This design comes from an exercise in tuning for small area and a short achievable clock period on the open sky130 flow, not from production work.
In this exercise RTL edits were held to simulation tests only and were not proved equivalent to the original.
No activity file was given, so power comes from the tool's default toggle rates.

==> flow/design.v <==
module mul8(
    input clk,
    input logic[7:0] a,
    input logic[7:0] b,
    output logic[15:0] r
);
    logic[15:0] r_temp;
    always @(*) begin
        r_temp = a*b;
    end
    always_ff  @(posedge clk) begin
        r <= r_temp;
    end
endmodule
module mul16(
    input clk,
    input logic[15:0] a,
    input logic[15:0] b,
    output logic[31:0] r
);
    logic [15:0] aLow_bLow, aHigh_bLow, aLow_bHigh, aHigh_bHigh;
    logic [16:0] aHbL_add;
    logic [31:0] temp_r, temp1, temp2;
    assign aHbL_add=aHigh_bLow + aLow_bHigh;
    always @(*) begin
        temp_r = { 16'h0000, aLow_bLow } + {7'b0000000,aHbL_add,8'h00} + {aHigh_bHigh,16'h0000};
    end
    mul8 mul1(.clk(clk), .a(a[7:0]), .b(b[7:0]), .r(aLow_bLow));
    mul8 mul2(.clk(clk), .a(a[15:8]), .b(b[7:0]), .r(aHigh_bLow));
    mul8 mul3(.clk(clk), .a(a[7:0]), .b(b[15:8]), .r(aLow_bHigh));
    mul8 mul4(.clk(clk), .a(a[15:8]), .b(b[15:8]), .r(aHigh_bHigh));
    always_ff  @(posedge clk) begin
        r <= temp_r;
    end
endmodule
==> flow/run.sh <==
#!/bin/bash
# synth_recipe.tcl (not shown) runs the flow's synth.tcl, then flattens the netlist and writes it again
# the make line also repeats each setting of config.mk as NAME=value (left out here)
make -C /OpenROAD-flow-scripts/flow DESIGN_CONFIG=/design/flow/config.mk WORK_HOME=/design/flow/orfs CLKGATE_MAP_FILE= SYNTH_SCRIPT=/design/flow/synth_recipe.tcl finish
==> flow/config.mk <==
export PLATFORM = sky130hd
export DESIGN_NAME = mul16
export DESIGN_NICKNAME = mul16
export VERILOG_FILES = /design/flow/design.v
export SDC_FILE = /design/flow/constraint.sdc
export NUM_CORES = 4
export LEC_CHECK = 0
export CAP_MARGIN = 20
export CORE_MARGIN = 2
export CORE_UTILIZATION = 40
export SLEW_MARGIN = 20
==> flow/constraint.sdc <==
create_clock -name core_clock -period 5.5 [get_ports {clk}]
set_input_delay 1.1000 -clock core_clock [delete_from_list [all_inputs] [get_ports {clk}]]
set_output_delay 1.1000 -clock core_clock [all_outputs]
set_load 0.01 [all_outputs]
==> metrics.md <==
| Metric | Value |
|---|---|
| Antenna cell count | 0 |
| Setup TNS | 0 ns |
| Hold worst-path end | r[7]$_DFF_P_ |
| RSZ-0062 raised after global routing | no |
| Worst hold slack | approximately 0.33 ns |
| Nets | around 1,800 |
| Area growth syn-to-layout | 19.10% |
| CTS tree | yes |
| Critical path data arrival time | 5.59 ns |
| Vias | 8,813 |
| Peak supply drop | 249.8 uV |
| Drt wl/cell | ~14 um |
| Min-Delay Path Depth | 0 |
| H-tree levels | 3 |
| Hold Crit Class | reg -> reg |
| Hold Path Origin | mul1.r[7]$_DFF_P_ |
| Crit end category | register |
| YS warnings | 2 |
| Cell Chain, Critical Path | clkdlybuf4s50_1 > and2_1 > fa_1 > fa_1 > fa_1 > inv_1 > fa_1 > inv_1 > ha_1 > or2_2 > o31ai_1 > a21oi_1 > a41o_1 > o41ai_1 > xnor2_1 |
| Sw Ratio | between 40% and 50% |
| Vias per cell | between 4 and 5 |
| Postcts setup bufs | 0 |
| DRT Wirelength | 25,900 um |
| Max Buffers Root-to-Sink | 2 |
| Worst-skew pair later-pin latency | about 0.36 ns |
| Switching power | about 3.2 mW |
| Max Fanout on Critical Path | 8 |
| Placed insts | 1,850 |
| FMAX | between 150 and 200 MHz |
| Clock transition at the registers of the reported paths | 0.07 ns |
| IO Port Bufs | 64 |
| CTS Root Cell | clkbuf_16 |
| Rel. slew slack | between 60% and 70% |
| Sequential area share after synthesis | around 16% |
| Ranking of synthesized cells by area | fa_1 25%, ha_1 19%, dfxtp_1 16% |
| Maxcap violations | 0 |
| Initial Util | between 40% and 50% |
| Final HPWL DP | about 22,000 um |
| Num ports | 65 |
| # DRC | 0 |
| Clk_skew | roughly 0.013 ns |
| Final period demand of the worst path | about 5.3 ns |
| Reg2Reg Capture Point | r[31]$_DFF_P_ |
| Int Power | between 4 and 5 mW |
| Worst setup SP type | primary input |
| Most frequent cell after synthesis | inv_1 |
| Req. time, crit path | 5.80 ns |
| Vias in the first global route | just over 9,000 |
| Site Rows | 63 |
| Design area | ~14,000 um^2 |
| Total power | approximately 7.3 mW |
| Seq cells post-synth | 96 |
| First-pass GRT wire length | approximately 45,000 um |
| Placer Congestion | between 0.8 and 0.9 |
| Die height | ~180 um |
| Worst-Margin Slew | between 0.5 and 0.6 ns |
| Seq pwr share | between 10% and 20% |
| Pin count of the biggest net entering global routing | 19 |
| Die area | approximately 31,000 um^2 |
| Slowest-stage cell, CP | clkdlybuf4s50_1 |
| Final Max Slew Viols | 0 |
| Synth Cell Area | about 12,000 um^2 |
| Layout Utilization | about half |
| FF-to-FF path depth | 17 |
| Post-synthesis cell type count | 49 |
| Post-synth EDFFs | 0 |
| Aggregate global routing overflow | 0 |
| Reg2reg setup slack | 1.46 ns |
| Status | complete, no violations |
| Area leader, netlist | fa_1 |
| Ys async rst share | 0% |
| Setup ws final | around 0.21 ns |
| Clock power share | a little under a tenth |
| Non-Filler Instances | ~1,900 |
| Worst path max stage delay | ~0.63 ns |
| DP Area | approximately 14,000 um^2 |
| Chip width | between 150 and 200 um |
| # setup viols final | 0 |
| Syn nets | around 1,700 |
| Detailed Route Iter0 Violations | just under 300 |
| Synth top area share | between 20% and 30% |
| Avg Cell Area, Syn | a little over 9 um^2 |
| Commonest cells post-synth | 220 x inv_1, 215 x and2_1, 177 x ha_1, 146 x fa_1, 96 x dfxtp_1 |
| PD cells | 515.3 nW/um^2 |
| Final hold vios | 0 |
| Detail Route Antenna Nets | 0 |
| R2R Path Start | mul2.r[0]$_DFF_P_ |
| DR pass1 iterations | 5 |
| Global Route Usage Sum | a little under a fifth |
| # clock sinks | 96 |
| Period utilization | a little over nine tenths |
| Crit path launch | a[3] |
| CP dominant cell by count | fa_1 |
| Core Footprint | between 20,000 and 30,000 um^2 |
| Synth Flop Type | dfxtp_1 |
| Initial antenna violation count | 2 |
| Layout cells sized above 1 | between 10% and 20% |
| DP Worst Slack | -0.2040 ns |
| Leak Pwr | 7.142 nW |
| CTS Buf Count | 9 |
| Cell count after synthesis | roughly 1,300 |
| Type of the worst setup path | in -> reg |
| Comb pwr share | 74.5% |
-- layout make-up --
cell class / instances / area [um^2]
fill: 2822 / 15290
multi-input combinational: 958 / 9037
sequential: 96 / 1922
timing repair buffer: 186 / 1607
inverter: 220 / 825.8
tap: 390 / 488.0
clock buffer: 9 / 225.2
clock inverter: 7 / 87.58
-- worst max-delay path: cells and delay by family --
kind,cells,cell delay [ns]
AOI/OAI and AO/OA,4,0.73
buffers and inverters,3,0.73
and+or+nand+nor,2,0.50
adders and majority gates,5,2.35
xor gates and xnor gates,1,0.16
-- repair_timing --
item,CTS,global route
hold buffers,0,0
setup endpoints to repair,0,7
resized for setup,0,6
-- placed cells by master, fill, tap and decap left out, types with 10 or more instances in the layout --
cell type / n
a211oi_1: 14
a21o_1: 19
a21oi_1: 41
and2_1: 215
buf_4: 118
clkdlybuf4s50_1: 64
dfxtp_1: 96
fa_1: 146
ha_1: 177
inv_1: 220
nand2_1: 74
nand2b_1: 10
nor2_1: 43
nor2b_1: 27
nor3_1: 18
o21ai_0: 23
xnor2_1: 55
xor2_1: 13
-- metal layers --
metal / wire, um / track usage (%)
met1: 13020 / 24.94
met2: 11690 / 29.79
met3: 719 / 2.433
met4: 470 / 5.131
met5: 0 / 0
-- flip-flops by register name (all words and copies together), names as in the netlist --
register	cells
mul3.r	16
mul2.r	16
r	32
mul1.r	16
mul4.r	16
-- power by group through the flow --
stage	registers, mW	clock network [mW]	logic, mW
final	1.20	0.663	5.45
after floorplan	1.23	0	3.85
after global placement	1.22	0	5.36
after CTS	1.20	0.691	5.47
after detailed placement	1.22	0	5.43
after global routing	1.23	0.717	6.22
-- worst max path at each step --
| stage | endpoint | cells past startpoint |
|---|---|---|
| 2_1_floorplan | mul3.r[14]$_DFF_P_ | 16 |
| 3_3_place_gp | mul1.r[15]$_DFF_P_ | 18 |
| 3_5_place_dp | mul1.r[15]$_DFF_P_ | 18 |
| 4_1_cts | mul1.r[15]$_DFF_P_ | 18 |
| 5_1_grt | mul1.r[15]$_DFF_P_ | 18 |
| 6_report | mul3.r[14]$_DFF_P_ | 15 |
-- kinds of logic after synthesis --
kind of cell	Yosys count	share of synthesized area (%)
DFF	96	16.13
xor gates and xnor gates	68	4.998
and+or+nand+nor	417	19.28
adders and majority gates	323	43.11
buffers and inverters	255	8.064
muxes	2	0.1680
AOI/OAI and AO/OA	148	8.253

## static timing again, ports no longer ideal
How much do the figures lean on ideal ports? The routed layout below was timed once more, with nothing changed but the port constraints. Step 1, drivers: a clkbuf_16 drives clk and a buf_2 each remaining input, both assumed. Step 2 also shifts input and output timing later by t, the mid clock arrival at the registers, as if the neighbouring blocks saw the same clock. Three values: ideal ports, drivers, drivers and shift; two values: the first two.
t, ns: 0.402
slack for setup (ns): 0.209 / 0.223 / -0.180
worst setup path after step 2: input to register
Met with ideal ports but missed after step 2: setup timing in this run. The setup slack of this run moves by +0.014 ns with the drivers and by -0.389 ns with both steps.
